This is an optimization exercise on Yosys and OpenROAD, whose aim is a short achievable clock period and few clock cycles, not a production implementation.
Function was checked by simulation only, so behaviour that the tests miss may differ from the original.
Power and IR drop assume default switching activity.

<file path="flow/design.v">
`timescale 1ns/1ps
`default_nettype none
module serial_divide(
	input wire clk,
	input wire rst_n,
	input wire start,
	input wire [15:0] num,
	input wire [15:0] denom,
	output wire done,					 
	output wire last,					 
	output wire [15:0] quotient,
	output wire [15:0] remainder,
	output wire [15:0] quotient_n,
	output wire [15:0] remainder_n);
	reg [1:0]  st;
	reg [2:0]  cnt;
	reg [15:0] d;
	reg [17:0] d3;
	reg [15:0] r;
	reg [15:0] nq;			 
	localparam
		ST_IDLE = 0,
		ST_RUN  = 1,
		ST_DONE = 2;
	function [16:0] ksa(input [15:0] a, input [15:0] b, input cin);
		reg [15:0] g, p, gk, pk, c;
		integer i, d;
		begin
			g  = a & b;
			p  = a ^ b;
			gk = g;
			pk = p;
			for (d = 1; d < 16; d = d * 2)
				for (i = 15; i >= d; i = i - 1) begin
					gk[i] = gk[i] | (pk[i] & gk[i - d]);
					pk[i] = pk[i] & pk[i - d];
				end
			c[0] = cin;
			for (i = 1; i < 16; i = i + 1) c[i] = gk[i - 1] | (pk[i - 1] & cin);
			ksa = {gk[15] | (pk[15] & cin), p ^ c};
		end
	endfunction
	function [32:0] ksa32(input [31:0] a, input [31:0] b, input cin);
		reg [31:0] g, p, gk, pk, c;
		integer i, d;
		begin
			g  = a & b;
			p  = a ^ b;
			gk = g;
			pk = p;
			for (d = 1; d < 32; d = d * 2)
				for (i = 31; i >= d; i = i - 1) begin
					gk[i] = gk[i] | (pk[i] & gk[i - d]);
					pk[i] = pk[i] & pk[i - d];
				end
			c[0] = cin;
			for (i = 1; i < 32; i = i + 1) c[i] = gk[i - 1] | (pk[i - 1] & cin);
			ksa32 = {gk[31] | (pk[31] & cin), p ^ c};
		end
	endfunction
	wire [17:0] r4 = {r, nq[15:14]};
	wire [32:0] s1 = ksa32({14'b0, r4}, ~{16'b0, d}, 1'b1);
	wire [32:0] s2 = ksa32({14'b0, r4}, ~{15'b0, d, 1'b0}, 1'b1);
	wire [32:0] s3 = ksa32({14'b0, r4}, ~{14'b0, d3}, 1'b1);
	wire [18:0] t1 = {!s1[32], s1[17:0]};
	wire [18:0] t2 = {!s2[32], s2[17:0]};
	wire [18:0] t3 = {!s3[32], s3[17:0]};
	reg  [15:0] r_step, nq_step;
	always @* begin
		if (!t3[18]) begin
			r_step  = t3[15:0];
			nq_step = {nq[13:0], 2'd3};
		end else if (!t2[18]) begin
			r_step  = t2[15:0];
			nq_step = {nq[13:0], 2'd2};
		end else if (!t1[18]) begin
			r_step  = t1[15:0];
			nq_step = {nq[13:0], 2'd1};
		end else begin
			r_step  = r4[15:0];
			nq_step = {nq[13:0], 2'd0};
		end
	end
	always @(posedge clk) begin
		if (!rst_n) begin
			st <= ST_IDLE;
		end else begin
			case (st)
				ST_IDLE: if (start) begin
					d  <= denom;
					d3 <= {2'b0, denom} + {1'b0, denom, 1'b0};
					if (denom == 16'd0) begin
						r  <= 16'd0;
						nq <= 16'd0;
						st <= ST_DONE;
					end else if (num < denom) begin
						r  <= num;
						nq <= 16'd0;
						st <= ST_DONE;
					end else if (denom[15:8] != 8'h00 || num[15:8] == 8'h00) begin
						r   <= {8'h00, num[15:8]};
						nq  <= {num[7:0], 8'h00};
						cnt <= 3'd3;
						st  <= ST_RUN;
					end else begin
						r   <= 16'd0;
						nq  <= num;
						cnt <= 3'd7;
						st  <= ST_RUN;
					end
				end
				ST_RUN: begin
					r   <= r_step;
					nq  <= nq_step;
					cnt <= cnt - 3'd1;
					if (cnt == 3'd0) st <= ST_DONE;
				end
				default: st <= ST_IDLE;
			endcase
		end
	end
	assign done      = (st == ST_DONE);
	assign last      = (st == ST_RUN) && (cnt == 3'd0);
	assign quotient_n  = nq_step;
	assign remainder_n = r_step;
	assign quotient  = nq;
	assign remainder = r;
endmodule
`default_nettype none
`timescale 1ns/1ps
module cf_cpu #(
	parameter TOP_VER     = 8'h00,
    parameter BOOT_VECTOR = 16'hF000,
    parameter USE_BARREL  = 1
)(
	input wire clk,
	input wire rst_n,
	output reg [16:0] bus_address,
	output reg bus_wr_en,
	output reg bus_io_flag,
	output reg bus_burst,
	output reg [15:0] bus_data_in,
	output reg bus_enable,
	input wire bus_ready,
	input wire [15:0] bus_data_out
);
	reg [15:0] reg_ACC;
	reg [15:0] reg_INDEX;
	reg [15:0] reg_R0;
	reg [15:0] reg_R1;
	reg [15:0] reg_SP;
	reg [15:0] reg_PC;					 
	reg [4:0]  reg_flags;				 
	reg [15:0] reg_alt;
	reg [15:0] cycle_count;
	localparam
		FLAG_SLT = 0,
		FLAG_SGT = 1,
		FLAG_ULT = 2,
		FLAG_UGT = 3,
		FLAG_EQ  = 4;
	reg [7:0]  qb0, qb1, qb2, qb3, qb4, qb5, qb6, qb7;
	reg [3:0]  pq0, pq1, pq2, pq3, pq4, pq5, pq6, pq7;	 
	reg [7:0]  qv;						 
	reg [15:0] fpc;						 
	reg [7:0]  ic_d [0:31];
	reg [3:0]  ic_p [0:31];				 
	reg [7:0]  ic_dr [0:31];			 
	reg [3:0]  ic_pr [0:31];
	reg [10:0] ic_tag0, ic_tag1;
	reg [31:0] ic_v;
	reg [1:0]  btype;
	localparam
		BT_EXEC  = 0,					 
		BT_FETCH = 1,					 
		BT_DISC  = 2;					 
	reg [9:0]  xs;
	localparam
		S_DEC = 0,
		S_WAITD = 1,
		S_WAITP = 2,
		S_ALU = 3,
		S_MUL = 4,
		S_DIV = 5,
		S_RET = 6,
		S_SWA = 7,
		S_SWV = 8,
		S_IO = 9;
	localparam [9:0]
		X_DEC = 10'd1 << S_DEC,
		X_WAITD = 10'd1 << S_WAITD,
		X_WAITP = 10'd1 << S_WAITP,
		X_ALU = 10'd1 << S_ALU,
		X_MUL = 10'd1 << S_MUL,
		X_DIV = 10'd1 << S_DIV,
		X_RET = 10'd1 << S_RET,
		X_SWA = 10'd1 << S_SWA,
		X_SWV = 10'd1 << S_SWV,
		X_IO = 10'd1 << S_IO;
	reg [7:0]  xop;
	reg [15:0] opnd;
	reg [15:0] sw_tab;
	reg [15:0] sw_addr;
	reg [31:0] macc;
	reg [17:0] mpa, mpb;
	reg [15:0] mul_b;
	reg [2:0]  mul_cnt;
	wire       div_start = xs[S_ALU] && (xop[7:4] == 4'h4);
	wire       div_done, div_last;
	wire [15:0] div_q, div_qn;
	wire [15:0] div_r, div_rn;
	serial_divide divider(
		.clk(clk), .rst_n(rst_n),
		.start(div_start), .num(reg_ACC), .denom(opnd),
		.done(div_done), .last(div_last), .quotient(div_q), .remainder(div_r),
		.quotient_n(div_qn), .remainder_n(div_rn));
	function [16:0] ksa(input [15:0] a, input [15:0] b, input cin);
		reg [15:0] g, p, gk, pk, c;
		integer i, d;
		begin
			g  = a & b;
			p  = a ^ b;
			gk = g;
			pk = p;
			for (d = 1; d < 16; d = d * 2)
				for (i = 15; i >= d; i = i - 1) begin
					gk[i] = gk[i] | (pk[i] & gk[i - d]);
					pk[i] = pk[i] & pk[i - d];
				end
			c[0] = cin;
			for (i = 1; i < 16; i = i + 1) c[i] = gk[i - 1] | (pk[i - 1] & cin);
			ksa = {gk[15] | (pk[15] & cin), p ^ c};
		end
	endfunction
	function [32:0] ksa32(input [31:0] a, input [31:0] b, input cin);
		reg [31:0] g, p, gk, pk, c;
		integer i, d;
		begin
			g  = a & b;
			p  = a ^ b;
			gk = g;
			pk = p;
			for (d = 1; d < 32; d = d * 2)
				for (i = 31; i >= d; i = i - 1) begin
					gk[i] = gk[i] | (pk[i] & gk[i - d]);
					pk[i] = pk[i] & pk[i - d];
				end
			c[0] = cin;
			for (i = 1; i < 32; i = i + 1) c[i] = gk[i - 1] | (pk[i - 1] & cin);
			ksa32 = {gk[31] | (pk[31] & cin), p ^ c};
		end
	endfunction
	wire [7:0] op = qb0;
	wire [7:0] b1 = qb1;
	wire [7:0] b2 = qb2;
	wire [2:0] mode = op[2:0];
	wire       is_alu   = (op <= 8'h97) || (op >= 8'hB8 && op <= 8'hC7);
	wire       is_store = (op >= 8'h98 && op <= 8'hB7);
	wire       wide_imm = pq0[3];
	function [3:0] predec(input [7:0] o);
		reg [1:0] l;
		reg nb;
		begin
			if (o <= 8'hC7) begin
				case (o[2:0])
					3'd0: l = ((o <= 8'h97) && !o[3]) ? 2'd3 : 2'd2;
					3'd1: l = 2'd3;
					3'd3, 3'd4: l = 2'd2;
					default: l = 2'd1;
				endcase
				if (o >= 8'h98 && o <= 8'hB7)
					nb = (o[7:3] == 5'b10011) ? (o[2:0] == 3'd6 || o[2:0] == 3'd7) : 1'b1;
				else
					nb = (o[2:0] != 3'd0);
			end else begin
				case (o)
					8'hD0, 8'hD1, 8'hD2, 8'hD8: l = 2'd3;
					8'hD3, 8'hD4, 8'hD5, 8'hDA, 8'hDB, 8'hEA, 8'hEB: l = 2'd2;
					default: l = 2'd1;
				endcase
				case (o)
					8'hD7, 8'hD8, 8'hD9, 8'hDC, 8'hDD, 8'hEA, 8'hEB: nb = 1'b1;
					default: nb = 1'b0;
				endcase
			end
			predec = {(o <= 8'h97) && !o[3], nb, l};
		end
	endfunction
	wire [1:0] ilen = pq0[1:0];
	reg have;
	always @* begin
		case (ilen)
			2'd2: have = qv[1];
			2'd3: have = qv[2];
			default: have = qv[0];
		endcase
	end
	wire [15:0] imm  = wide_imm ? {b2, b1} : {8'h00, b1};
	wire [16:0] pc_s1 = ksa(reg_PC, 16'd1, 1'b0);
	wire [16:0] pc_s2 = ksa(reg_PC, 16'd2, 1'b0);
	wire [16:0] pc_s3 = ksa(reg_PC, 16'd3, 1'b0);
	wire [16:0] fpc_s1 = ksa(fpc, 16'd1, 1'b0);
	wire [16:0] fpc_s2 = ksa(fpc, 16'd2, 1'b0);
	wire [15:0] pc_p1 = pc_s1[15:0];
	wire [15:0] pc_p2 = pc_s2[15:0];
	wire [15:0] pc_p3 = pc_s3[15:0];
	wire [15:0] fpc_p1 = fpc_s1[15:0];
	wire [15:0] fpc_p2 = fpc_s2[15:0];
	reg  [15:0] pc_next;
	wire [16:0] sjmp_sum    = ksa(pc_p2, {{8{b1[7]}}, b1}, 1'b0);
	wire [15:0] sjmp_target = sjmp_sum[15:0];
	wire [16:0] ea_ix = ksa(reg_INDEX, {8'h00, b1}, 1'b0);
	wire [16:0] sp_s_p2 = ksa(reg_SP, 16'd2, 1'b0);
	wire [16:0] sp_s_m2 = ksa(reg_SP, 16'hFFFE, 1'b0);
	wire [16:0] sp_s_mb = ksa(reg_SP, ~{8'h00, b1}, 1'b1);
	wire [16:0] ix_s_pa = ksa(reg_INDEX, reg_ACC, 1'b0);
	wire [16:0] r0_s_pa = ksa(reg_R0, reg_ACC, 1'b0);
	wire [16:0] r1_s_pa = ksa(reg_R1, reg_ACC, 1'b0);
	wire [16:0] r0_s_p1 = ksa(reg_R0, 16'd1, 1'b0);
	wire [16:0] r1_s_p1 = ksa(reg_R1, 16'd1, 1'b0);
	wire [16:0] r0_s_m1 = ksa(reg_R0, 16'hFFFF, 1'b0);
	wire [16:0] r1_s_m1 = ksa(reg_R1, 16'hFFFF, 1'b0);
	wire [16:0] ac_s_p1 = ksa(reg_ACC, 16'd1, 1'b0);
	wire [16:0] ac_s_m1 = ksa(reg_ACC, 16'hFFFF, 1'b0);
	wire [16:0] ac_s_ng = ksa(~reg_ACC, 16'd0, 1'b1);
	wire [15:0] sp_p2 = sp_s_p2[15:0];
	wire [15:0] sp_m2 = sp_s_m2[15:0];
	wire [16:0] ea_sp = ksa(reg_SP, {8'h00, b1}, 1'b0);
	reg [15:0] ea;
	always @* begin
		case (mode)
			3'd1: ea = {b2, b1};
			3'd2: ea = reg_INDEX;
			3'd3: ea = ea_ix[15:0];
			3'd4: ea = ea_sp[15:0];
			default: ea = reg_SP;
		endcase
	end
	wire ea_hi = !(mode == 3'd2 || mode == 3'd3 || mode == 3'd4);
	wire        in_alu = xs[S_ALU];
	wire [15:0] A      = reg_ACC;
	function [15:0] alu(input [3:0] f, input [15:0] a, input [15:0] b);
		reg [16:0] sa, ss;
		begin
		sa = ksa(a, b, 1'b0);
		ss = ksa(a, ~b, 1'b1);
		case (f)
			4'h0: alu = b;
			4'h1: alu = sa[15:0];
			4'h2: alu = ss[15:0];
			4'h5: alu = a & b;
			4'h6: alu = a | b;
			4'h7: alu = a ^ b;
			4'h8: alu = {15'b0, a == b};
			4'hB: alu = a >> b[3:0];
			4'hC: alu = a << b[3:0];
			default: alu = a;
		endcase
		end
	endfunction
	function [4:0] cmpf(input [15:0] a, input [15:0] b, input w);
		reg [16:0] u1, u2, s1, s2, t1, t2;
		reg [15:0] as, bs;
		begin
			as = {a[15] ^ w, a[14:8], a[7] ^ !w, a[6:0]};
			bs = {b[15] ^ w, b[14:8], b[7] ^ !w, b[6:0]};
			u1 = ksa(a, ~b, 1'b1);
			u2 = ksa(b, ~a, 1'b1);
			s1 = ksa(as, ~bs, 1'b1);
			s2 = ksa(bs, ~as, 1'b1);
			t1 = ksa({8'h00, as[7:0]}, ~{8'h00, bs[7:0]}, 1'b1);
			t2 = ksa({8'h00, bs[7:0]}, ~{8'h00, as[7:0]}, 1'b1);
			cmpf[FLAG_EQ]  = (a == b);
			cmpf[FLAG_ULT] = !u1[16];
			cmpf[FLAG_UGT] = !u2[16];
			cmpf[FLAG_SLT] = w ? !s1[16] : !t1[16];
			cmpf[FLAG_SGT] = w ? !s2[16] : !t2[16];
		end
	endfunction
	wire [15:0] B_d      = imm;
	wire [15:0] alu_d    = alu(op[7:4], A, B_d);
	wire [4:0]  cmp_d    = cmpf(A, B_d, wide_imm);
	reg         xa16, xbyte;
	wire [15:0] rd_opnd  = xbyte ? {8'h00, bus_data_out[7:0]} : bus_data_out;
	wire [15:0] B_x      = in_alu ? opnd : rd_opnd;
	wire [15:0] alu_x    = alu(xop[7:4], A, B_x);
	wire [4:0]  cmp_x    = cmpf(A, B_x, xa16);
	reg ftest;
	always @* begin
		case (op[2:0])
			3'd0: ftest = reg_flags[FLAG_SLT];
			3'd1: ftest = reg_flags[FLAG_SLT] | reg_flags[FLAG_EQ];
			3'd2: ftest = reg_flags[FLAG_SGT];
			3'd3: ftest = reg_flags[FLAG_SGT] | reg_flags[FLAG_EQ];
			3'd4: ftest = reg_flags[FLAG_ULT];
			3'd5: ftest = reg_flags[FLAG_ULT] | reg_flags[FLAG_EQ];
			3'd6: ftest = reg_flags[FLAG_UGT];
			default: ftest = reg_flags[FLAG_UGT] | reg_flags[FLAG_EQ];
		endcase
	end
	function [15:0] st_data(input [7:0] o, input [15:0] acc, input [15:0] idx);
		st_data = (o[7:4] == 4'hA) ? acc : idx;
	endfunction
	function st_burst(input [7:0] o);
		st_burst = (o[7:4] == 4'hB) | ~o[3];
	endfunction
	wire [31:0] mx = {macc[27:0], 4'b0};
	wire [31:0] my = {14'b0, mpa};
	wire [31:0] mz = {12'b0, mpb, 2'b0};
	wire [32:0] mul_sum  = ksa32(mx ^ my ^ mz, {(mx[30:0] & my[30:0]) | (mx[30:0] & mz[30:0]) | (my[30:0] & mz[30:0]), 1'b0}, 1'b0);
	wire [31:0] mul_next = mul_sum[31:0];
	wire [15:0] mul_b0   = (opnd[15:8] == 8'h00) ? {opnd[7:0], 8'h00} : opnd;
	function [17:0] pp2(input [1:0] m, input [15:0] a);
		reg [32:0] t;
		begin
			t = ksa32({15'b0, m[1] ? a : 16'd0, 1'b0}, {16'b0, m[0] ? a : 16'd0}, 1'b0);
			pp2 = t[17:0];
		end
	endfunction
	wire [17:0] pa_r = pp2(mul_b[13:12], reg_ACC);
	wire [17:0] pb_r = pp2(mul_b[15:14], reg_ACC);
	wire [17:0] pa_h = pp2(opnd[13:12], reg_ACC);
	wire [17:0] pb_h = pp2(opnd[15:14], reg_ACC);
	wire [17:0] pa_l = pp2(opnd[5:4], reg_ACC);
	wire [17:0] pb_l = pp2(opnd[7:6], reg_ACC);
	wire        op_hz = (opnd[15:8] == 8'h00);
	wire [17:0] mul_pa   = xs[S_ALU] ? (op_hz ? pa_l : pa_h) : pa_r;
	wire [17:0] mul_pb   = xs[S_ALU] ? (op_hz ? pb_l : pb_h) : pb_r;
	wire [4:0]  ic_i0 = fpc[4:0];
	wire [4:0]  ic_i1 = fpc[4:0] + 5'd1;
	wire        ic_tm0 = (ic_tag0 == fpc[15:5]);
	wire        ic_tm1 = (ic_tag1 == fpc[15:5]);
	wire [31:0] ic_vr  = {ic_v[0], ic_v[31:1]};		 
	wire        ic_h0 = ic_v[ic_i0] && (fpc[4] ? ic_tm1 : ic_tm0);
	wire        ic_h1 = (fpc[4:0] != 5'd31) && ic_vr[ic_i0] && ((fpc[4] ^ (fpc[3:0] == 4'hF)) ? ic_tm1 : ic_tm0);
	wire        finfl = bus_enable && (btype != BT_EXEC);	 
	wire bfree  = !bus_enable || bus_ready;
	wire bdone  = bus_enable && bus_ready;
	wire exec_now = have && (!pq0[2] || bfree);
	wire [3:0] pd_lo = predec(bus_data_out[7:0]);
	wire [3:0] pd_hi = predec(bus_data_out[15:8]);
	wire       fapp  = bus_enable && bus_ready && (btype == BT_FETCH);
	wire       capp2 = !finfl && ic_h0 && ic_h1 && !qv[6];
	wire       capp1 = !finfl && ic_h0 && !(ic_h1 && !qv[6]) && !qv[7];
	wire       app2  = fapp || capp2;
	wire       app1  = capp1;
	wire       app   = app2 || app1;
	wire [7:0] a_lo  = finfl ? bus_data_out[7:0]  : ic_d[ic_i0];
	wire [7:0] a_hi  = finfl ? bus_data_out[15:8] : ic_dr[ic_i0];
	wire [3:0] a_plo = finfl ? pd_lo : ic_p[ic_i0];
	wire [3:0] a_phi = finfl ? pd_hi : ic_pr[ic_i0];
	wire [7:0] lo_pos = ~qv & {qv[6:0], 1'b1};
	wire [7:0] hi_pos = {lo_pos[6:0], 1'b0};
	reg [1:0]  cons;
	reg        flush;
	reg        redir;
	reg [15:0] rtarget;
	reg        xreq;
	reg [16:0] r_addr;
	reg        r_wr, r_io, r_burst;
	reg [15:0] r_din;
	reg        r_wait;
	reg        fetch_ok;
	reg [7:0]  t0, t1, t2, t3, t4, t5, t6, t7, t8, t9;
	reg [3:0]  u0, u1, u2, u3, u4, u5, u6, u7, u8, u9;
	reg [7:0]  qva, qvs;
	reg [15:0] mask_d;
	always @(posedge clk) begin
		if (!rst_n) begin
			bus_enable  <= 1'b0;
			bus_wr_en   <= 1'b0;
			bus_io_flag <= 1'b0;
			reg_PC      <= BOOT_VECTOR;
			fpc         <= BOOT_VECTOR;
			qv          <= 8'h00;
			xs          <= X_DEC;
			btype       <= BT_FETCH;
			cycle_count <= 16'd0;
		end else begin
			cycle_count <= cycle_count + 1'b1;
			cons    = 2'd0;
			flush   = 1'b0;
			redir   = 1'b0;
			rtarget = 16'h0000;
			xreq    = 1'b0;
			r_addr  = 17'h0;
			r_wr    = 1'b0;
			r_io    = 1'b0;
			r_burst = 1'b1;
			r_din   = reg_ACC;
			r_wait  = 1'b1;
			case (1'b1)
				xs[S_DEC]: if (exec_now) begin
					xop   <= op;
					xa16  <= wide_imm;
					xbyte <= !wide_imm && mode != 3'd5;
					if (is_alu) begin
						if (mode == 3'd0) begin
							cons = ilen;
							if (op[7:4] == 4'h3 || op[7:4] == 4'h4) begin
								opnd <= imm;
								xop  <= op;
								xs   <= X_ALU;
							end else begin
								if (op[7:4] == 4'h8) reg_flags <= cmp_d;
								if (op[7:4] == 4'h9) reg_INDEX <= B_d;
								else reg_ACC <= alu_d;
							end
						end else begin
							cons   = ilen;
							xop    <= op;
							if (mode == 3'd5 || mode == 3'd6) reg_SP <= sp_p2;
							xreq   = 1'b1;
							r_addr = {ea_hi, ea};
							xs <= (mode == 3'd6 || mode == 3'd7) ? X_WAITP : X_WAITD;
						end
					end else if (is_store) begin
						if (op[7:3] == 5'b10011) begin	 
							if (mode == 3'd6 || mode == 3'd7) begin
								cons = 2'd1;
								xop  <= op;
								xreq   = 1'b1;
								r_addr = {1'b1, reg_SP};
								xs     <= X_WAITP;
							end else begin
								cons = ilen;
								reg_INDEX <= ea;
							end
						end else begin
							cons   = ilen;
							xop    <= op;
							xreq   = 1'b1;
							if (mode == 3'd6 || mode == 3'd7) begin
								r_addr = {1'b1, reg_SP};
								if (mode == 3'd6) reg_SP <= sp_p2;
								xs <= X_WAITP;
							end else begin
								r_addr  = {ea_hi, ea};
								r_wr    = 1'b1;
								r_din   = st_data(op, reg_ACC, reg_INDEX);
								r_burst = st_burst(op);
								r_wait  = 1'b0;
							end
						end
					end else if (op <= 8'hCF) begin
						cons = 2'd1;
						reg_ACC <= {15'b0, ftest};
					end else begin
						case (op)
							8'hD0, 8'hD1, 8'hD2: begin
								cons = 2'd3;
								if (op == 8'hD0 || (op == 8'hD1 && reg_ACC == 16'd0) || (op == 8'hD2 && reg_ACC != 16'd0)) begin
									redir = 1'b1; rtarget = {b2, b1};
								end
							end
							8'hD3, 8'hD4, 8'hD5: begin
								cons = 2'd2;
								if (op == 8'hD3 || (op == 8'hD4 && reg_ACC == 16'd0) || (op == 8'hD5 && reg_ACC != 16'd0)) begin
									redir = 1'b1; rtarget = sjmp_target;
								end
							end
							8'hD6: begin
								cons = 2'd1;
								redir = 1'b1; rtarget = reg_ACC;
							end
							8'hD7: begin	 
								cons   = 2'd1;
								flush  = 1'b1;
								xreq   = 1'b1;
								r_addr = {1'b0, reg_INDEX};
								sw_tab <= reg_INDEX + 16'd2;
								xs     <= X_SWA;
							end
							8'hD8: begin	 
								cons    = 2'd3;
								xreq    = 1'b1;
								r_addr  = {1'b1, sp_m2};
								r_wr    = 1'b1;
								r_din   = pc_p3;
								r_wait  = 1'b0;
								reg_SP  <= sp_m2;
								redir   = 1'b1;
								rtarget = {b2, b1};
							end
							8'hD9: begin	 
								cons   = 2'd1;
								reg_SP <= sp_p2;
								flush  = 1'b1;
								xreq   = 1'b1;
								r_addr = {1'b1, reg_SP};
								xs     <= X_RET;
							end
							8'hDA: begin cons = 2'd2; reg_SP <= sp_s_mb[15:0]; end
							8'hDB: begin cons = 2'd2; reg_SP <= ea_sp[15:0]; end
							8'hDC, 8'hDD: begin	 
								cons   = 2'd1;
								xreq   = 1'b1;
								r_addr = {1'b1, sp_m2};
								r_wr   = 1'b1;
								r_din  = op[0] ? reg_INDEX : reg_ACC;
								r_wait = 1'b0;
								reg_SP <= sp_m2;
							end
							8'hDE: begin cons = 2'd1; reg_SP <= reg_ACC; end
							8'hDF: begin cons = 2'd1; reg_ACC <= reg_SP; end
							8'hE0: begin cons = 2'd1; reg_ACC <= 16'd0; end
							8'hE1: begin cons = 2'd1; reg_ACC <= ~reg_ACC; end
							8'hE2: begin cons = 2'd1; reg_ACC <= ac_s_ng[15:0]; end
							8'hE3: begin cons = 2'd1; reg_ACC <= (reg_ACC == 16'd0) ? 16'd1 : 16'd0; end
							8'hE4: begin cons = 2'd1; reg_ACC <= ac_s_p1[15:0]; end
							8'hE5: begin cons = 2'd1; reg_ACC <= ac_s_m1[15:0]; end
							8'hE6: begin cons = 2'd1; reg_INDEX <= reg_ACC; end
							8'hE7: begin cons = 2'd1; reg_ACC <= reg_INDEX; end
							8'hE8: begin cons = 2'd1; reg_INDEX <= ix_s_pa[15:0]; end
							8'hE9: begin cons = 2'd1; reg_ACC <= reg_alt; end
							8'hEA, 8'hEB: begin	 
								cons   = 2'd2;
								xreq   = 1'b1;
								r_addr = {9'b0, b1};
								r_io   = 1'b1;
								r_wr   = (op == 8'hEA);
								r_din  = reg_ACC;
								if (op == 8'hEB || b1[7:2] == 6'b111100) begin
									xs <= X_IO;
								end else begin
									r_wait = 1'b0;
								end
							end
							8'hED: begin cons = 2'd1; reg_ACC <= {TOP_VER, 8'h06}; end
							8'hEE: begin cons = 2'd1; reg_ACC <= cycle_count; cycle_count <= 16'd0; end
							8'hEF: begin cons = 2'd1; reg_R0 <= reg_ACC; end
							8'hF0: begin cons = 2'd1; reg_R1 <= reg_ACC; end
							8'hF1: begin cons = 2'd1; reg_ACC <= reg_R0; end
							8'hF2: begin cons = 2'd1; reg_ACC <= reg_R1; end
							8'hF3: begin cons = 2'd1; reg_ACC <= reg_R0; reg_R0 <= reg_ACC; end
							8'hF4: begin cons = 2'd1; reg_ACC <= reg_R1; reg_R1 <= reg_ACC; end
							8'hF5: begin cons = 2'd1; reg_ACC <= r0_s_m1[15:0]; reg_R0 <= r0_s_m1[15:0]; end
							8'hF6: begin cons = 2'd1; reg_ACC <= r1_s_m1[15:0]; reg_R1 <= r1_s_m1[15:0]; end
							8'hF7: begin cons = 2'd1; reg_R0 <= r0_s_pa[15:0]; end
							8'hF8: begin cons = 2'd1; reg_R1 <= r1_s_pa[15:0]; end
							8'hF9: begin cons = 2'd1; reg_INDEX <= r0_s_p1[15:0]; reg_R0 <= r0_s_p1[15:0]; end
							8'hFA: begin cons = 2'd1; reg_INDEX <= r1_s_p1[15:0]; reg_R1 <= r1_s_p1[15:0]; end
							default: cons = 2'd1;		 
						endcase
					end
				end
				xs[S_WAITD]: if (bdone) begin
					if (xop[7:4] == 4'h3 || xop[7:4] == 4'h4) begin
						opnd <= rd_opnd;
						xs <= X_ALU;
					end else begin
						if (xop[7:4] == 4'h8) reg_flags <= cmp_x;
						if (xop[7:4] == 4'h9) reg_INDEX <= B_x;
						else reg_ACC <= alu_x;
						xs <= X_DEC;
					end
				end
				xs[S_WAITP]: if (bdone) begin
					if (xop <= 8'h97 || xop >= 8'hB8) begin		 
						xreq   = 1'b1;
						r_addr = {1'b1, bus_data_out};
						xs     <= X_WAITD;
					end else if (xop[7:3] == 5'b10011) begin	 
						reg_INDEX <= bus_data_out;
						xs <= X_DEC;
					end else begin								 
						xreq    = 1'b1;
						r_addr  = {1'b1, bus_data_out};
						r_wr    = 1'b1;
						r_din   = st_data(xop, reg_ACC, reg_INDEX);
						r_burst = st_burst(xop);
						r_wait  = 1'b0;
						xs <= X_DEC;
					end
				end
				xs[S_ALU]: begin
					if (xop[7:4] == 4'h3) begin
						macc    <= 32'd0;
						mpa     <= mul_pa;
						mpb     <= mul_pb;
						mul_b   <= {mul_b0[11:0], 4'b0};
						mul_cnt <= op_hz ? 3'd1 : 3'd3;
						xs <= X_MUL;
					end else if (xop[7:4] == 4'h4) begin
						xs <= X_DIV;
					end else begin
						if (xop[7:4] == 4'h8) reg_flags <= cmp_x;
						if (xop[7:4] == 4'h9) reg_INDEX <= B_x;
						else reg_ACC <= alu_x;
						xs <= X_DEC;
					end
				end
				xs[S_MUL]: begin
					mpa     <= mul_pa;
					mpb     <= mul_pb;
					macc    <= mul_next;
					mul_b   <= {mul_b[11:0], 4'b0};
					mul_cnt <= mul_cnt - 3'd1;
					if (mul_cnt == 3'd0) begin
						{reg_alt, reg_ACC} <= mul_next;
						xs <= X_DEC;
					end
				end
				xs[S_DIV]: if (div_done || div_last) begin
					reg_ACC <= div_done ? div_q : div_qn;
					reg_alt <= div_done ? div_r : div_rn;
					xs <= X_DEC;
				end
				xs[S_RET]: if (bdone) begin
					redir   = 1'b1;
					rtarget = bus_data_out;
					xs <= X_DEC;
				end
				xs[S_SWA]: if (bdone) begin
					sw_addr <= bus_data_out;
					xreq    = 1'b1;
					r_addr  = {1'b0, sw_tab};
					sw_tab  <= sw_tab + 16'd2;
					xs <= X_SWV;
				end
				xs[S_SWV]: if (bdone) begin
					if (sw_addr == 16'd0) begin
						redir = 1'b1; rtarget = bus_data_out;
						xs <= X_DEC;
					end else if (bus_data_out == reg_ACC) begin
						redir = 1'b1; rtarget = sw_addr;
						xs <= X_DEC;
					end else begin
						xreq   = 1'b1;
						r_addr = {1'b0, sw_tab};
						sw_tab <= sw_tab + 16'd2;
						xs <= X_SWA;
					end
				end
				xs[S_IO]: if (bdone) begin
					reg_ACC <= bus_data_out;
					xs <= X_DEC;
				end
				default: xs <= X_DEC;
			endcase
			if (xs[S_MUL] && mul_cnt == 3'd0)
				{reg_alt, reg_ACC} <= mul_next;
			if (xs[S_DEC] && have && is_alu && mode == 3'd0 && op[7:4] != 4'h3 && op[7:4] != 4'h4 && op[7:4] != 4'h9)
				reg_ACC <= alu_d;
			if ((xs[S_ALU] || (xs[S_WAITD] && bdone)) && xop[7:4] != 4'h3 && xop[7:4] != 4'h4 && xop[7:4] != 4'h9)
				reg_ACC <= alu_x;
			if (redir) flush = 1'b1;
			cons = (xs[S_DEC] && exec_now) ? ilen : 2'd0;
			if (xs[S_DEC] && exec_now && (op == 8'hD7 || op == 8'hD9)) flush = 1'b1;
			t0 = (app && lo_pos[0]) ? a_lo : qb0;
			t1 = (app && lo_pos[1]) ? a_lo : (app && hi_pos[1]) ? a_hi : qb1;
			t2 = (app && lo_pos[2]) ? a_lo : (app && hi_pos[2]) ? a_hi : qb2;
			t3 = (app && lo_pos[3]) ? a_lo : (app && hi_pos[3]) ? a_hi : qb3;
			t4 = (app && lo_pos[4]) ? a_lo : (app && hi_pos[4]) ? a_hi : qb4;
			t5 = (app && lo_pos[5]) ? a_lo : (app && hi_pos[5]) ? a_hi : qb5;
			t6 = (app && lo_pos[6]) ? a_lo : (app && hi_pos[6]) ? a_hi : qb6;
			t7 = (app && lo_pos[7]) ? a_lo : (app && hi_pos[7]) ? a_hi : qb7;
			t8 = 8'h00; t9 = 8'h00;
			u0 = (app && lo_pos[0]) ? a_plo : pq0;
			u1 = (app && lo_pos[1]) ? a_plo : (app && hi_pos[1]) ? a_phi : pq1;
			u2 = (app && lo_pos[2]) ? a_plo : (app && hi_pos[2]) ? a_phi : pq2;
			u3 = (app && lo_pos[3]) ? a_plo : (app && hi_pos[3]) ? a_phi : pq3;
			u4 = (app && lo_pos[4]) ? a_plo : (app && hi_pos[4]) ? a_phi : pq4;
			u5 = (app && lo_pos[5]) ? a_plo : (app && hi_pos[5]) ? a_phi : pq5;
			u6 = (app && lo_pos[6]) ? a_plo : (app && hi_pos[6]) ? a_phi : pq6;
			u7 = (app && lo_pos[7]) ? a_plo : (app && hi_pos[7]) ? a_phi : pq7;
			u8 = 4'd1; u9 = 4'd1;
			qva = app2 ? {qv[5:0], 2'b11} : app1 ? {qv[6:0], 1'b1} : qv;
			case (cons)
				2'd1: begin
					qb0 <= t1; qb1 <= t2; qb2 <= t3; qb3 <= t4; qb4 <= t5; qb5 <= t6; qb6 <= t7; qb7 <= t8;
					pq0 <= u1; pq1 <= u2; pq2 <= u3; pq3 <= u4; pq4 <= u5; pq5 <= u6; pq6 <= u7; pq7 <= u8;
					qvs = {1'b0, qva[7:1]};
				end
				2'd2: begin
					qb0 <= t2; qb1 <= t3; qb2 <= t4; qb3 <= t5; qb4 <= t6; qb5 <= t7; qb6 <= t8; qb7 <= t9;
					pq0 <= u2; pq1 <= u3; pq2 <= u4; pq3 <= u5; pq4 <= u6; pq5 <= u7; pq6 <= u8; pq7 <= u9;
					qvs = {2'b0, qva[7:2]};
				end
				2'd3: begin
					qb0 <= t3; qb1 <= t4; qb2 <= t5; qb3 <= t6; qb4 <= t7; qb5 <= t8; qb6 <= t9; qb7 <= t9;
					pq0 <= u3; pq1 <= u4; pq2 <= u5; pq3 <= u6; pq4 <= u7; pq5 <= u8; pq6 <= u9; pq7 <= u9;
					qvs = {3'b0, qva[7:3]};
				end
				default: begin
					qb0 <= t0; qb1 <= t1; qb2 <= t2; qb3 <= t3; qb4 <= t4; qb5 <= t5; qb6 <= t6; qb7 <= t7;
					pq0 <= u0; pq1 <= u1; pq2 <= u2; pq3 <= u3; pq4 <= u4; pq5 <= u5; pq6 <= u6; pq7 <= u7;
					qvs = qva;
				end
			endcase
			qv <= flush ? 8'h00 : qvs;
			case (cons)
				2'd1: pc_next = pc_p1;
				2'd2: pc_next = pc_p2;
				2'd3: pc_next = pc_p3;
				default: pc_next = reg_PC;
			endcase
			reg_PC <= redir ? rtarget : pc_next;
			fetch_ok = (fapp ? !qv[4] : !qv[6]) && !ic_h0 && !xs[S_RET] && !xs[S_SWA] && !xs[S_SWV];
			if (redir) fpc <= rtarget;
			else if (app && !finfl) fpc <= app2 ? fpc_p2 : fpc_p1;
			if (xreq) begin
				bus_enable  <= 1'b1;
				bus_address <= r_addr;
				bus_wr_en   <= r_wr;
				bus_io_flag <= r_io;
				bus_burst   <= r_burst;
				bus_data_in <= r_din;
				btype       <= BT_EXEC;
			end else if (bfree && !redir && fetch_ok) begin
				bus_enable  <= 1'b1;
				bus_address <= {1'b0, fpc};
				bus_wr_en   <= 1'b0;
				bus_io_flag <= 1'b0;
				bus_burst   <= 1'b1;
				btype       <= BT_FETCH;
				fpc         <= fpc_p2;
			end else begin
				if (bfree) begin
					bus_enable  <= 1'b0;
					bus_wr_en   <= 1'b0;
					bus_io_flag <= 1'b0;
				end else if (redir && btype == BT_FETCH) begin
					btype <= BT_DISC;
				end
			end
		end
	end
	wire [15:0] fa0 = bus_address[15:0];
	wire [15:0] bus_addr1 = bus_address[15:0] + 16'd1;
	reg  [31:0] icv_n;
	always @(posedge clk) begin
		if (!rst_n) begin
			ic_v <= 32'd0;
		end else if (finfl) begin
			ic_d[fa0[4:0]]       <= bus_data_out[7:0];
			ic_p[fa0[4:0]]       <= pd_lo;
			ic_d[bus_addr1[4:0]] <= bus_data_out[15:8];
			ic_p[bus_addr1[4:0]] <= pd_hi;
			ic_dr[fa0[4:0] - 5'd1] <= bus_data_out[7:0];
			ic_pr[fa0[4:0] - 5'd1] <= pd_lo;
			ic_dr[fa0[4:0]]        <= bus_data_out[15:8];
			ic_pr[fa0[4:0]]        <= pd_hi;
			icv_n = ic_v;
			if (!fa0[4] || !bus_addr1[4]) begin
				if (ic_tag0 != (!fa0[4] ? fa0[15:5] : bus_addr1[15:5])) begin
					ic_tag0 <= !fa0[4] ? fa0[15:5] : bus_addr1[15:5];
					icv_n[15:0] = 16'd0;
				end
			end
			if (fa0[4] || bus_addr1[4]) begin
				if (ic_tag1 != (fa0[4] ? fa0[15:5] : bus_addr1[15:5])) begin
					ic_tag1 <= fa0[4] ? fa0[15:5] : bus_addr1[15:5];
					icv_n[31:16] = 16'd0;
				end
			end
			icv_n[fa0[4:0]]       = 1'b1;
			icv_n[bus_addr1[4:0]] = 1'b1;
			ic_v <= icv_n;
		end
	end
endmodule
</file>
<file path="flow/config.mk">
export PLATFORM = sky130hd
export DESIGN_NAME = cf_cpu
export DESIGN_NICKNAME = cf_cpu
export VERILOG_FILES = /design/flow/design.v
export SDC_FILE = /design/flow/constraint.sdc
export NUM_CORES = 4
export LEC_CHECK = 0
export ABC_CLOCK_PERIOD_IN_PS = 3000
export CAP_MARGIN = 20
export CELL_PAD_IN_SITES_DETAIL_PLACEMENT = 1
export CELL_PAD_IN_SITES_GLOBAL_PLACEMENT = 2
export CORE_MARGIN = 2
export CORE_UTILIZATION = 35
export PLACE_DENSITY = 0.55
export SETUP_SLACK_MARGIN = 4.0
export SLEW_MARGIN = 20
</file>
<file path="flow/constraint.sdc">
create_clock -name core_clock -period 7.5 [get_ports {clk}]
set_input_delay 1.5000 -clock core_clock [delete_from_list [all_inputs] [get_ports {clk}]]
set_output_delay 1.5000 -clock core_clock [all_outputs]
set_load 0.01 [all_outputs]
</file>
<file path="flow/run.sh">
#!/bin/bash
# synth_recipe.tcl (not shown) runs the flow's synth.tcl, then flattens the netlist and writes it again
# the make line also repeats each setting of config.mk as NAME=value (left out here)
make -C /OpenROAD-flow-scripts/flow DESIGN_CONFIG=/design/flow/config.mk WORK_HOME=/design/flow/orfs CLKGATE_MAP_FILE= SYNTH_SCRIPT=/design/flow/synth_recipe.tcl finish
</file>
==> run summary <==
==> routing by layer <==
| layer | global-route usage, % | up-vias | part of all wire (%) |
|---|---|---|---|
| met2 | 59.04 | 4543 | 45 |
| met4 | 19.02 | 12 | 6.1 |
| met5 | 0 | - | 0.013 |
| li1 | - | 41760 | - |
| met1 | 49.96 | 51620 | 41 |
| met3 | 5.980 | 1164 | 7.9 |
==> repair_timing <==
| item | CTS | global route |
|---|---|---|
| buffers inserted | 589 | 213 |
| pin swaps | 335 | 370 |
| resized for setup | 1254 | 608 |
| endpoints found under the setup margin | 1666 | 619 |
| cloned | 49 | 13 |
==> tightest hold or removal path, cell delays in order, from the launching register on <==
cell	delay [ns]
sky130_fd_sc_hd__dfxtp_1	0.33
sky130_fd_sc_hd__o21ai_2	0.07
sky130_fd_sc_hd__a21boi_2	0.04
==> cell families (layout without fill, tap and decap cells) <==
group | Yosys count | in the layout | share of synthesized area (%)
other cells | 0 | 15 | 0
flops | 1328 | 1328 | 37.89
buf+inv | 1291 | 1909 | 5.018
xor+xnor | 484 | 484 | 4.151
simple gates | 3018 | 3024 | 13.51
mux | 996 | 996 | 12.48
fa+ha+maj | 506 | 506 | 6.391
compound gates | 3164 | 3167 | 20.55
==> layout make-up <==
cell class / count / area share, %
Sequential cell: 1328 / 29.52
Clock buffer: 212 / 3.482
Timing Repair inverter: 1 / 0.006646
Clock inverter: 99 / 0.7691
Multi-Input combinational cell: 8177 / 50.57
Timing Repair Buffer: 1293 / 10.92
Tap cell: 3900 / 3.703
Antenna cell: 15 / 0.02848
Inverter: 304 / 0.9979
==> flip-flops by register name, indices dropped and copies added (netlist names), 17 cells and up <==
| name | flops |
|---|---|
| ic_v | 32 |
| divider.d3 | 17 |
| mpb | 18 |
| mpa | 18 |
| ic_dr | 256 |
| ic_pr | 128 |
| macc | 28 |
| ic_d | 256 |
| ic_p | 128 |
| bus_address | 17 |
==> power by group through the flow <==
stage	sequential, mW	combinational [mW]	clock (mW)
floorplan	9.88	12.7	0
global placement	10.3	21.0	0
detailed placement	10.4	21.2	0
CTS	9.99	25.6	8.71
global route	10.1	29.0	8.95
finish	10.0	28.1	8.60
==> worst paths after layout <==
check / from / endpoint / slack [ns] / cells after the start
min: ic_v[9]$_SDFFE_PN0P_ / ic_v[9]$_SDFFE_PN0P_ / 0.49 / 2
max: qb1[0]$_DFFE_PP_ / bus_address[12]$_DFFE_PP_ / 3.63 / 15
max reg2reg: qb1[0]$_DFFE_PP_ / bus_address[12]$_DFFE_PP_ / 3.63 / 15
min reg2reg: ic_v[9]$_SDFFE_PN0P_ / ic_v[9]$_SDFFE_PN0P_ / 0.49 / 2
==> layout by cell type, fill, tap and decap left out, types with 186 or more instances in the layout <==
| master | Yosys | layout |
|---|---|---|
| sky130_fd_sc_hd__clkbuf_16 | 0 | 186 |
| sky130_fd_sc_hd__inv_1 | 293 | 237 |
| sky130_fd_sc_hd__nor2_1 | 1027 | 917 |
| sky130_fd_sc_hd__nand3_1 | 210 | 186 |
| sky130_fd_sc_hd__nand2_1 | 858 | 799 |
| sky130_fd_sc_hd__edfxtp_1 | 1223 | 1223 |
| sky130_fd_sc_hd__o21ai_0 | 747 | 588 |
| sky130_fd_sc_hd__mux2_2 | 480 | 478 |
| sky130_fd_sc_hd__a21oi_1 | 700 | 592 |
| sky130_fd_sc_hd__buf_4 | 10 | 832 |
| sky130_fd_sc_hd__ha_1 | 473 | 390 |
| sky130_fd_sc_hd__buf_12 | 1 | 187 |
| sky130_fd_sc_hd__xnor2_1 | 285 | 263 |
| sky130_fd_sc_hd__mux2i_1 | 338 | 309 |
==> synth_stat cells (all sizes together), types with 76 or more instances <==
| master | n | area (um2) |
|---|---|---|
| a211oi | 168 | 1266 |
| a21o | 94 | 705.7 |
| o21ai | 773 | 3936 |
| xor2 | 198 | 1734 |
| a22oi | 193 | 1449 |
| clkbuf | 810 | 3040 |
| nor2 | 1028 | 3861 |
| and2 | 124 | 775.8 |
| o221ai | 91 | 872.1 |
| nand2 | 859 | 3232 |
| mux4 | 177 | 3990 |
| dfxtp | 105 | 2102 |
| o211ai | 97 | 728.2 |
| o22ai | 156 | 982.2 |
| a222oi | 82 | 820.8 |
| nor3 | 231 | 1176 |
| xnor2 | 285 | 2496 |
| buf | 177 | 960.9 |
| nand3 | 211 | 1061 |
| a31oi | 97 | 606.8 |
| nand2b | 76 | 475.5 |
| mux2 | 480 | 5405 |
| a21oi | 701 | 3512 |
| inv | 295 | 1107 |
| edfxtp | 1223 | 36730 |
| ha | 473 | 5918 |
| mux2i | 339 | 3397 |
| nor2b | 104 | 650.6 |
==> through the flow <==
| step | power [mW] | std cells | instance area, um2 |
|---|---|---|---|
| floorplan | 22.61 | 10790 | 104700 |
| CTS | 44.27 | 15090 | 126800 |
| global route | 47.98 | 15320 | 131700 |
| finish | 46.75 | 15330 | 131800 |
| detailed placement | 31.54 | 14140 | 108700 |
| global placement | 31.35 | 14140 | 108700 |
==> impl_metrics.sql <==
INSERT INTO impl_metrics (metric_group, metric, value, unit) VALUES
('status', 'outcome', 'finished clean', ''),
('timing', 'final.hold.worst_slack', '0.4871', 'ns'),
('routing', 'detailroute.via_count', '99110', ''),
('placed_design', 'pre_cts_setup_slack', '2.061', 'ns'),
('cts', 'clock_latency', '0.93', 'ns'),
('finish', 'ff_latch_area', '38900', 'um2'),
('floorplanning', 'die_area', '297100', 'um2'),
('synthesis', 'sequential_to_total_area_share_from_yosys_stat', '37.89', '%'),
('min_path', 'min-delay-path-class', 'reg2reg', ''),
('power_and_ir_drop', 'internal_power', '24.38', 'mW'),
('power_and_ir_drop', 'combinationalPowerShare', '60.2', '%'),
('timing', 'setup_total_negative_slack', '0', 'ns'),
('cts', 'root_buffer', 'sky130_fd_sc_hd__clkbuf_16', ''),
('floorplanning', 'design.core.area', '291100', 'um2'),
('placed_design', 'dp.final_hpwl', '382700', 'um'),
('floorplanning', 'floorplan.initialDensity', '35.20', '%'),
('finish', 'multi_input_comb_area', '66640', 'um2'),
('synthesis', 'netlist_instances', '10790', ''),
('routing', 'avgViaCountPerCell', '6.465', ''),
('cts', 'clk_pin_slew', '0.06', 'ns'),
('power_and_ir_drop', 'power.density', '354.7', 'nW/um2'),
('floorplanning', 'design.portCount', '56', ''),
('routing', 'drt-wirelength-per-cell', '37.81', 'um'),
('timing', 'setup_violations', '0', ''),
('synthesis', 'synth_enable_flop_cells', '1223', ''),
('timing', 'maxClockFrequency', '258.1', 'MHz'),
('setup_path', 'critical_path_fanout_max', '6', ''),
('setup_path', 'crit_chain', 'buf_12, ha_4, fa_2, a21o_1, a21oi_2, o21bai_2, a2111oi_4, or2_4, buf_4, buf_6, nor3_4, xnor2_2, o221ai_2, o211ai_1, o211ai_1', ''),
('cts', 'tritoncts_num_sinks', '1328', ''),
('timing', 'timing.final.crit_period', '3.874', 'ns'),
('timing', 'layout_worst_path_cycle_share', '51.66', '%'),
('synthesis', 'syn-num-nets', '11310', ''),
('timing', 'maxSlewHeadroom', '20.73', '%'),
('cts', 'cts.hold.buffers_added', '0', ''),
('global_routing', 'grt_antenna_before_repair', '41', ''),
('setup_path', 'cp_data_required_time', '8.01', 'ns'),
('synthesis', 'syn-mean-instance-area', '9.499', 'um2'),
('cts', 'tritoncts.num_buffers', '174', ''),
('synthesis', 'synthesis.area', '102500', 'um2'),
('power_and_ir_drop', 'switching_share', '47.85', '%'),
('setup_path', 'max_stage_delay', '0.46', 'ns'),
('global_routing', 'grt_pass1_vias', '97840', ''),
('floorplanning', 'dieWidth', '545.1', 'um'),
('cts', 'tritoncts', 'built', ''),
('floorplanning', 'core.rowCount', '198', ''),
('global_routing', 'grt_first_pass_wirelength', '792600', 'um'),
('job', 'max-cap-violations', '0', ''),
('setup_path', 'crit_family', 'compound AO/OA/AOI/OAI gates', ''),
('global_routing', 'globalRouteOverflowTotal', '0', ''),
('synthesis', 'synth_cell_type_count', '112', ''),
('timing', 'worst_pin_slew', '1.182', 'ns'),
('timing', 'timing.final.ws_setup', '3.626', 'ns'),
('finish', 'layout.filler_cells', '31400', ''),
('finish', 'finalNetCount', '11800', ''),
('cts', 'cts.path.max_buffers', '4', ''),
('global_routing', 'grt_start_max_net_pins', '83', ''),
('setup_path', 'worstPathBufferInverterCount', '3', ''),
('setup_path', 'critPathKind', 'reg2reg', ''),
('floorplanning', 'die-height', '545.1', 'um'),
('power_and_ir_drop', 'power.sequential.fraction', '21.4', '%'),
('power_and_ir_drop', 'clock_network_fraction_of_design_power', '18.4', '%'),
('synthesis', 'synthesis.yosys.warnings', '2', ''),
('routing', 'drt-pass1-iter-count', '10', ''),
('power_and_ir_drop', 'switchingPower', '22.37', 'mW'),
('setup_path', 'library_cell_appearing_most_often_on_the_critical_path', 'sky130_fd_sc_hd__o211ai_1', ''),
('placed_design', 'globalplace.congestion', '0.9496', ''),
('routing', 'antenna_violating_nets_post_route', '0', ''),
('timing', 'grt_setup_unrepaired', 'yes', ''),
('routing', 'drc', '0', ''),
('power_and_ir_drop', 'vdd_ir_drop_max', '0.2138', 'mV'),
('placed_design', 'numPortBuffers', '55', '');
Testbench counts, summed over its fixed seeds: cycles 166,072.

afterwards: timing with drivers on the ports:
How much do the figures lean on ideal ports? The routed layout below was timed once more, with nothing changed but the port constraints.
Step 1 sets driving cells, clkbuf_16 on the clock port and buf_2 on the other inputs (assumed; they add their load-dependent delay and slew).
Step 2, shift: input delay + t, output delay - t, t = (earliest + latest rising clock arrival at the registers) / 2. This alone moves slack from input paths to output paths.
a / b / c = ideal ports / drivers / drivers and shift; a / b = the first two.
shift t [ns]: 0.976
setup WS [ns]: 3.626 / 3.626 / 2.678
worst register clock-pin slew, ns: 0.07 / 0.07
worst data-port slew with drivers (ns): 0.19
After both steps setup and hold are still met in this run. For this run, drivers alone change the setup slack by 0.000 ns; drivers and shift together by -0.948 ns.
